This design comes from an exercise in tuning for small area on the open sky130 flow, not from production work.
In this exercise RTL edits were held to simulation tests only and were not proved equivalent to the original.

Design chen_cordic, start of the top module:
module chen_cordic #(
    parameter ROTATE_TYPE = "ROTATE",
    parameter DATABITS = 17,
    parameter ITERATIONS = 16
)(
    input clk,
    input rst_n,
    input Validin,
    input signed [DATABITS-1:0] Xin,
    input signed [DATABITS-1:0] Yin,
    input signed [17:0] Ain,
    output Validout,
    output signed [DATABITS-1:0] Xout,
    output signed [DATABITS-1:0] Yout,
    output signed [17:0] Aout
);
    reg [13:1] vld;
    always @(posedge clk)
        if (!rst_n) vld <= 0;
        else vld <= {vld[12:1], Validin};
    assign Validout = vld[13];
    wire [3:0] n4_w;
    wire [1:0] n5_w;
    wire [15:0] n6_w;
    wire n7_y;
    wire [1:0] n8_w;
    wire [0:0] n9_w;
    wire [13:0] n10_w;
    wire [13:0] n11_w;
    wire n12_y;
    wire [1:0] n13_w;
    wire [0:0] n14_w;
    wire [11:0] n15_w;
    wire [11:0] n16_w;
    wire n17_y;
    wire n18_y;
    wire n19_s;
    wire n19_c;
    wire n20_y;
    wire n21_s;
    wire n21_c;
    wire n22_y;
    wire n23_s;
    wire n23_c;
    wire n24_y;
    wire n25_s;
    wire n25_c;
    wire n26_y;
    wire n27_s;
    wire n27_c;
    wire n28_y;
    wire n29_s;
    wire n29_c;
    wire n30_y;
    wire n31_s;
    wire n31_c;
    wire n32_y;
    wire n33_s;
    wire n33_c;
    wire n34_y;
    wire n35_s;
    wire n35_c;
    wire n36_y;
    wire n37_s;
    wire n37_c;
    wire n38_y;
    wire n39_s;
    wire n39_c;
    wire n40_y;
    wire n41_s;
    wire n41_c;
    wire n42_y;
    wire n43_s;
    wire n43_c;
    wire n44_y;
    wire n45_s;
    wire n45_c;
    wire n46_y;
    wire n47_s;
    wire n47_c;
    wire n48_y;
    wire n49_s;
    wire n49_c;
    wire n50_y;
    wire n51_y;
    wire n52_y;
    wire n53_s;
    wire n53_c;
    wire n54_y;
    wire n55_s;
    wire n55_c;
  ...
For scale: about 110 I/O pins, ~34000 um^2 of cells after synthesis.
Settings: LEC_CHECK=0, CAP_MARGIN=20, CORE_MARGIN=2, CORE_UTILIZATION=76, CTS_BUF_LIST=sky130_fd_sc_hd__clkbuf_8, CTS_CLUSTER_DIAMETER=60, CTS_CLUSTER_SIZE=20, SLEW_MARGIN=20, SYNTH_HIERARCHICAL=1, SYNTH_MINIMUM_KEEP_SIZE=0; clock period 6.5 ns.
standard.sh (not shown) runs the stock make flow with config.mk's settings and CLKGATE_MAP_FILE= SYNTH_SCRIPT=/design/flow/synth_recipe.tcl, a recipe that flattens the netlist after the stock synthesis.
==> flow/flow/run.sh <==
#!/bin/bash
# The standard layout (the standard.sh, all steps), with one change: the buffer that
# placement puts on every input and output port is a plain sky130_fd_sc_hd__buf_1 instead of
# the cell buffer_ports picks by itself (a 10 um2 delay buffer). Every port still gets its buffer.
set -euo pipefail
export BUFFER_PORTS_ARGS="-buffer_cell sky130_fd_sc_hd__buf_1"
bash standard.sh > standard.log 2>&1
The starting point finished with timing, DRC and antenna clean.
Rerun with:
CORE_UTILIZATION = 62   (was 76)
=> Setup slack improved by 0.050 ns. Worst hold slack loses 0.0040 ns.
Rerun with:
CORE_UTILIZATION = 70   (was 62)
After rerunning: Register-to-register slack barely changes; routed wire length grows by 0.76%; area after synthesis does not change; setup slack improved by 0.0077 ns.

---

== P ==
Another version of the RTL of chen_cordic (not shown whole).
Size: ~110 I/O pins.
==> flow/design.v (excerpt) <==
module chen_cordic #(
    parameter ROTATE_TYPE = "ROTATE",
    parameter DATABITS = 17,
    parameter ITERATIONS = 16
)(
    input clk,
    input rst_n,
    input Validin,
    input signed [DATABITS-1:0] Xin,
    input signed [DATABITS-1:0] Yin,
    input signed [17:0] Ain,
    output Validout,
    output signed [DATABITS-1:0] Xout,
    output signed [DATABITS-1:0] Yout,
    output signed [17:0] Aout
);
clock: 6.5 ns
lec_check: 0
cap_margin: 20
core_margin: 2
core_utilization: 70
cts_buf_list: sky130_fd_sc_hd__clkbuf_8
cts_cluster_diameter: 60
cts_cluster_size: 20
slew_margin: 20
synth_hierarchical: 1
synth_minimum_keep_size: 0
Scripts as last shown in full above: flow/flow/run.sh
What Q does differently from P at the input level:
# P
export LEC_CHECK = 0
export CAP_MARGIN = 20
export CORE_MARGIN = 2
export CORE_UTILIZATION = 70
export CTS_BUF_LIST = sky130_fd_sc_hd__clkbuf_8
export CTS_CLUSTER_DIAMETER = 60
export CTS_CLUSTER_SIZE = 20
export SLEW_MARGIN = 20
export SYNTH_HIERARCHICAL = 1
export SYNTH_MINIMUM_KEEP_SIZE = 0
create_clock -name core_clock -period 6.5 [get_ports {clk}]
# Q
export LEC_CHECK = 0
export CAP_MARGIN = 20
export CORE_MARGIN = 2
export CORE_UTILIZATION = 70
export CTS_BUF_LIST = sky130_fd_sc_hd__clkbuf_4
export CTS_CLUSTER_DIAMETER = 40
export CTS_CLUSTER_SIZE = 10
export SLEW_MARGIN = 20
export SYNTH_HIERARCHICAL = 1
export SYNTH_MINIMUM_KEEP_SIZE = 0
create_clock -name core_clock -period 6.5 [get_ports {clk}]
### Flow results
- Comparing cell count for Q and P, the smaller number came from P.
- Diff P -> Q: initial antenna violation count moved up, clock latency of the later-clocked register in the worst-skew pair moved up, final standard cell utilization of the core moved up, wire length on met2 moved up, global-route usage moved up.
- Between P and Q, fraction of the cycle the final worst path needs decreased.
> inputs changed (Q -> R)
# Q
export LEC_CHECK = 0
export CAP_MARGIN = 20
export CORE_MARGIN = 2
export CORE_UTILIZATION = 70
export CTS_BUF_LIST = sky130_fd_sc_hd__clkbuf_4
export CTS_CLUSTER_DIAMETER = 40
export CTS_CLUSTER_SIZE = 10
export SLEW_MARGIN = 20
export SYNTH_HIERARCHICAL = 1
export SYNTH_MINIMUM_KEEP_SIZE = 0
create_clock -name core_clock -period 6.5 [get_ports {clk}]
# R
export LEC_CHECK = 0
export CAP_MARGIN = 20
export CORE_MARGIN = 2
export CORE_UTILIZATION = 70
export CTS_BUF_LIST = sky130_fd_sc_hd__clkbuf_8
export CTS_CLUSTER_DIAMETER = 70
export CTS_CLUSTER_SIZE = 18
export SLEW_MARGIN = 20
export SYNTH_HIERARCHICAL = 1
export SYNTH_MINIMUM_KEEP_SIZE = 0
create_clock -name core_clock -period 6.5 [get_ports {clk}]
Findings:
R finished every stage and its layout cleared the timing, design-rule and antenna checks. Sequential share of cell area: R > Q. Design area for R: about 1.3% down relative to Q. Cell count: R lower than Q. Delta(met3 layer wire length in the routed design, R - Q) < 0.
Input-level comparison between S and R:
# R
export LEC_CHECK = 0
export CAP_MARGIN = 20
export CORE_MARGIN = 2
export CORE_UTILIZATION = 70
export CTS_BUF_LIST = sky130_fd_sc_hd__clkbuf_8
export CTS_CLUSTER_DIAMETER = 70
export CTS_CLUSTER_SIZE = 18
export SLEW_MARGIN = 20
export SYNTH_HIERARCHICAL = 1
export SYNTH_MINIMUM_KEEP_SIZE = 0
create_clock -name core_clock -period 6.5 [get_ports {clk}]
# S
export LEC_CHECK = 0
export CAP_MARGIN = 20
export CORE_MARGIN = 2
export CORE_UTILIZATION = 70
export CTS_BUF_LIST = sky130_fd_sc_hd__clkbuf_8
export CTS_CLUSTER_DIAMETER = 60
export CTS_CLUSTER_SIZE = 20
export SLEW_MARGIN = 20
export SYNTH_HIERARCHICAL = 1
export SYNTH_MINIMUM_KEEP_SIZE = 0
create_clock -name core_clock -period 6.5 [get_ports {clk}]
==> flow/run.sh (new file) <==
#!/bin/bash
# synth_recipe.tcl (not shown) runs the flow's synth.tcl, then flattens the netlist and writes it again
# the make line also repeats each setting of config.mk as NAME=value (left out here)
make -C /OpenROAD-flow-scripts/flow DESIGN_CONFIG=/design/flow/config.mk WORK_HOME=/design/flow/orfs CLKGATE_MAP_FILE= SYNTH_SCRIPT=/design/flow/synth_recipe.tcl finish
removed: flow/flow/run.sh
removed: flow/standard.sh
When the final numbers for S and R were put side by side, the share of the final layout cell area in sequential cells turned out to be smaller in S. The higher wire length of the first global-routing pass of S and R is in S. As far as die area is concerned, S and R perform about the same. Post-route standard cell area excluding fillers deteriorates in S relative to R. Detailed route, S vs R: via total higher for S. Taking R as the reference point, the routed wire length of S rises by 2.4%. Relative to R, S improves final hold slack.

-- afterwards: timing with drivers on the ports --
In the flow no input, the clock included, has a driving cell. The finished layouts below were timed again as built, in two steps.
Step 1 (the two cells are an assumption about what drives the block):
set clk [get_ports {clk}]
set_driving_cell -lib_cell sky130_fd_sc_hd__clkbuf_16 $clk
set_driving_cell -lib_cell sky130_fd_sc_hd__buf_2 [delete_from_list [all_inputs] $clk]
Step 2 times the ports against the registers' clock, not the clock port: input delays grow and output delays shrink by t, the midpoint of the rising clock arrivals with the driver on.
Three values: ideal, step 1, step 2; two values: the first two.
run	t (ns)	setup WS [ns]	worst hold slack (ns)
the first run of note 1	0.725	0.102 / 0.102 / 0.102	0.327 / 0.327 / 0.327
the second run of note 1	0.716	0.151 / 0.151 / 0.151	0.323 / 0.323 / 0.323
the third run of note 1	0.706	0.159 / 0.159 / 0.159	0.332 / 0.332 / 0.332
P	0.696	0.138 / 0.138 / 0.138	0.336 / 0.336 / 0.336
Q	0.876	0.173 / 0.173 / 0.158	0.326 / 0.326 / 0.326
R	0.693	0.139 / 0.139 / 0.139	0.332 / 0.332 / 0.332
S	0.699	0.076 / 0.076 / -0.135	0.337 / 0.337 / 0.337
With both steps, setup timing fails in S, where it was met with ideal ports. For S, which loses most, drivers alone change the setup slack by 0.000 ns; drivers and shift together by -0.211 ns.
